Context: an optimization exercise on an open-source flow, tuned for small area. The choices shown serve that exercise and are no tape-out recipe.
Only simulation tests tie the RTL to the original design; equivalence was not proved.

the baseline:
==> flow/design.v (excerpt) <==
module CORDIC_Rotation_top #(
        parameter DATA_WIDTH = 16,
        parameter CORDIC_WIDTH = 22,
        parameter ANGLE_WIDTH = 16,
        parameter CORDIC_STAGES = 16
    ) (
        input clk,
        input nreset,
        input enable_in,
        input angle_microRot_n,
        input signed [DATA_WIDTH-1:0] x_in,
        input signed [DATA_WIDTH-1:0] y_in,
        input signed [ANGLE_WIDTH-1:0] angle_in,
        input [CORDIC_STAGES-1:0] microRot_dir_in,
        input microRot_vld,
        input [1:0] quad_in,
        output signed [DATA_WIDTH-1:0] x_out,
        output signed [DATA_WIDTH-1:0] y_out,
        output output_valid_o,
        output rot_active_o
    );
    localparam W = 22;
    wire [1:0] quad = angle_microRot_n ? angle_in[15:14] : {quad_in[1], quad_in[1] ^ quad_in[0]};
    wire       neg  = quad[1] ^ quad[0];
    wire       dir0 = angle_microRot_n ? angle_in[14] : (microRot_dir_in[0] ^ quad[0]);
    wire [15:0] xq, yq;
    quad_chk qc (.x_in(x_in), .y_in(y_in), .neg(neg), .x_out(xq), .y_out(yq));
    wire [15:0] x1, y1;
    rot_block_first_stage s0 (.x_in(xq), .y_in(yq), .dir(dir0), .x_out(x1), .y_out(y1));
    wire [13:0] r0 = {angle_microRot_n ? ~angle_in[13] : quad[0], angle_in[12:0]};
    reg [16:1] v;
    reg        v17, v18;
    always @(posedge clk or negedge nreset) begin
        if (~nreset) begin
            v   <= 16'd0;
            v17 <= 1'b0;
            v18 <= 1'b0;
        end else begin
            v   <= {v[15:1], enable_in};
            v17 <= v[16];
            v18 <= v17;
        end
    end
    assign rot_active_o   = v[1];
    assign output_valid_o = v18;
    reg [15:1] am;
    always @(posedge clk) am <= {am[14:1], angle_microRot_n};
    localparam [4*14-1:0] WR = {4'd4,4'd4,4'd4,4'd5,4'd6,4'd7,4'd8,4'd9,4'd10,4'd11,4'd12,4'd13,4'd14,4'd14};
    localparam [16*14-1:0] AT = {16'h0001,16'h0002,16'h0005,16'h000A,16'h0014,16'h0028,16'h0051,
  ...
Settings: LEC_CHECK=0, CAP_MARGIN=20, CORE_MARGIN=2, CORE_UTILIZATION=80, CTS_BUF_LIST=sky130_fd_sc_hd__clkbuf_8, CTS_CLUSTER_DIAMETER=70, CTS_CLUSTER_SIZE=16, PLACE_DENSITY=0.88, SLEW_MARGIN=20, SYNTH_HIERARCHICAL=1; clock period 10.0 ns.
standard.sh (not shown) runs the stock make flow with config.mk's settings and CLKGATE_MAP_FILE= SYNTH_SCRIPT=/design/flow/synth_recipe.tcl, a recipe that flattens the netlist after the stock synthesis.
==> flow/flow/run.sh <==
#!/bin/bash
set -o pipefail
CTS="-sink_clustering_enable -repair_clock_nets -sink_clustering_size 16 -sink_clustering_max_diameter 70 -buf_list sky130_fd_sc_hd__clkbuf_8 -dont_use_dummy_load"
bash standard.sh \
    BUFFER_PORTS_ARGS="-buffer_cell sky130_fd_sc_hd__buf_1" \
    CTS_ARGS="$CTS" \
    RECOVER_POWER=100 \
    POST_GLOBAL_ROUTE_TCL="$PWD/flow/post_grt.tcl" \
    finish > standard_flow.log 2>&1
==> flow/flow/post_grt.tcl <==
# After the power recovery at the end of global routing: repair max slew / max capacitance /
# fanout again (the recovery may have downsized drivers of high-fanout nets such as the
# reset), then re-route the changed nets and rewrite the route guides.
global_route -start_incremental
repair_design_helper
detailed_placement
global_route -end_incremental
estimate_parasitics -global_routing
write_guides $::env(RESULTS_DIR)/route.guide
The baseline: PASS, flow complete, no timing, DRC or antenna violations
The following lists how the candidate was set up differently from the baseline:
Settings: PLACE_DENSITY changed from 0.88 to 0.85; CORE_UTILIZATION changed from 80 to 75.
==> flow/flow/run.sh <==
#!/bin/bash
set -o pipefail
CTS="-sink_clustering_enable -repair_clock_nets -sink_clustering_size 18 -sink_clustering_max_diameter 70 -buf_list sky130_fd_sc_hd__clkbuf_8 -dont_use_dummy_load"
bash standard.sh \
    BUFFER_PORTS_ARGS="-buffer_cell sky130_fd_sc_hd__buf_1" \
    CTS_ARGS="$CTS" \
    RECOVER_POWER=100 \
    POST_GLOBAL_ROUTE_TCL="$PWD/flow/post_grt.tcl" \
    finish > standard_flow.log 2>&1
Results
Relative to the baseline, final clock skew has gone up in the candidate.
Summary of the candidate over the baseline: via count now smaller.

---

CORDIC_Rotation_top again, from the RTL that the note above started with.
// CORDIC_Rotation_top
module CORDIC_Rotation_top #(
        parameter DATA_WIDTH = 16,
        parameter CORDIC_WIDTH = 22,
        parameter ANGLE_WIDTH = 16,
        parameter CORDIC_STAGES = 16
    ) (
        input clk,
        input nreset,
        input enable_in,
        input angle_microRot_n,
        input signed [DATA_WIDTH-1:0] x_in,
        input signed [DATA_WIDTH-1:0] y_in,
        input signed [ANGLE_WIDTH-1:0] angle_in,
        input [CORDIC_STAGES-1:0] microRot_dir_in,
        input microRot_vld,
        input [1:0] quad_in,
        output signed [DATA_WIDTH-1:0] x_out,
        output signed [DATA_WIDTH-1:0] y_out,
        output output_valid_o,
        output rot_active_o
    );
    localparam W = 22;
    wire [1:0] quad = angle_microRot_n ? angle_in[15:14] : {quad_in[1], quad_in[1] ^ quad_in[0]};
    wire       neg  = quad[1] ^ quad[0];
    wire       dir0 = angle_microRot_n ? angle_in[14] : (microRot_dir_in[0] ^ quad[0]);
    wire [15:0] xq, yq;
    quad_chk qc (.x_in(x_in), .y_in(y_in), .neg(neg), .x_out(xq), .y_out(yq));
    wire [15:0] x1, y1;
    rot_block_first_stage s0 (.x_in(xq), .y_in(yq), .dir(dir0), .x_out(x1), .y_out(y1));
    wire [13:0] r0 = {angle_microRot_n ? ~angle_in[13] : quad[0], angle_in[12:0]};
    reg [16:1] v;
    reg        v17, v18;
    always @(posedge clk or negedge nreset) begin
        if (~nreset) begin
            v   <= 16'd0;
            v17 <= 1'b0;
            v18 <= 1'b0;
        end else begin
            v   <= {v[15:1], enable_in};
            v17 <= v[16];
            v18 <= v17;
        end
    end
    assign rot_active_o   = v[1];
    assign output_valid_o = v18;
    reg [15:1] am;
    always @(posedge clk) am <= {am[14:1], angle_microRot_n};
    localparam [4*14-1:0] WR = {4'd4,4'd4,4'd4,4'd5,4'd6,4'd7,4'd8,4'd9,4'd10,4'd11,4'd12,4'd13,4'd14,4'd14};
    localparam [16*14-1:0] AT = {16'h0001,16'h0002,16'h0005,16'h000A,16'h0014,16'h0028,16'h0051,
  ...
==> flow/config.mk <==
export PLATFORM = sky130hd
export DESIGN_NAME = CORDIC_Rotation_top
export DESIGN_NICKNAME = CORDIC_Rotation_top
export VERILOG_FILES = /design/flow/design.v
export SDC_FILE = /design/flow/constraint.sdc
export NUM_CORES = 4
export LEC_CHECK = 0
export CAP_MARGIN = 20
export CORE_MARGIN = 2
export CORE_UTILIZATION = 75
export CTS_BUF_LIST = sky130_fd_sc_hd__clkbuf_8
export CTS_CLUSTER_DIAMETER = 70
export CTS_CLUSTER_SIZE = 16
export PLACE_DENSITY = 0.85
export SLEW_MARGIN = 20
export SYNTH_HIERARCHICAL = 1
==> flow/constraint.sdc <==
create_clock -name core_clock -period 10.0 [get_ports {clk}]
set_input_delay 2.0000 -clock core_clock [delete_from_list [all_inputs] [get_ports {clk}]]
set_output_delay 2.0000 -clock core_clock [all_outputs]
set_load 0.01 [all_outputs]
==> flow/flow/run.sh <==
#!/bin/bash
set -o pipefail
CTS="-sink_clustering_enable -repair_clock_nets -sink_clustering_size 10 -sink_clustering_max_diameter 50 -buf_list sky130_fd_sc_hd__clkbuf_4 -dont_use_dummy_load"
bash standard.sh \
    BUFFER_PORTS_ARGS="-buffer_cell sky130_fd_sc_hd__buf_1" \
    CTS_ARGS="$CTS" \
    RECOVER_POWER=100 \
    POST_GLOBAL_ROUTE_TCL="$PWD/flow/post_grt.tcl" \
    finish > standard_flow.log 2>&1
Scripts as last shown in full above: flow/flow/post_grt.tcl
Rerun with:
--- a/flow/flow/run.sh
+++ b/flow/flow/run.sh
@@ -3 +3 @@
-CTS="-sink_clustering_enable -repair_clock_nets -sink_clustering_size 10 -sink_clustering_max_diameter 50 -buf_list sky130_fd_sc_hd__clkbuf_4 -dont_use_dummy_load"
+CTS="-sink_clustering_enable -repair_clock_nets -sink_clustering_size 16 -sink_clustering_max_diameter 70 -buf_list sky130_fd_sc_hd__clkbuf_8 -dont_use_dummy_load"
After rerunning: Cell area is about the same. Setup slack improves by 0.066 ns. Die area does not change. Wire length is about the same. Via count falls slightly. Flip-flop and latch count stays the same. First-iteration DRC count climbs by a few percent. Maximum frequency climbs slightly.

afterwards: timing with drivers on the ports:
The results above use ideal ports. As a check the final layouts listed here were re-extracted and re-timed, cells and wires unchanged.
Step 1 assumes that a clkbuf_16 drives the clock port and a buf_2 every other input.
Step 2 times the ports against the registers' clock, not the clock port: input delays grow and output delays shrink by t, the midpoint of the rising clock arrivals with the driver on.
Slacks: ideal ports / drivers / drivers and shift; pairs: ideal ports / drivers.
run	t (ns)	setup slack, ns	worst setup path after step 2	clock arrival spread, ns
the baseline	0.751	0.312 / 0.340 / -0.411	input to register	0.052 / 0.052
the candidate	0.726	0.380 / 0.405 / -0.321	input to register	0.094 / 0.094
the first run of note 2	0.896	0.353 / 0.386 / -0.510	input to register	0.094 / 0.094
the second run of note 2	0.750	0.418 / 0.451 / -0.299	input to register	0.082 / 0.082
With both steps, setup timing fails in every run listed, where it was met with ideal ports. For the first run of note 2, which loses most, drivers alone change the setup slack by +0.033 ns; drivers and shift together by -0.863 ns.
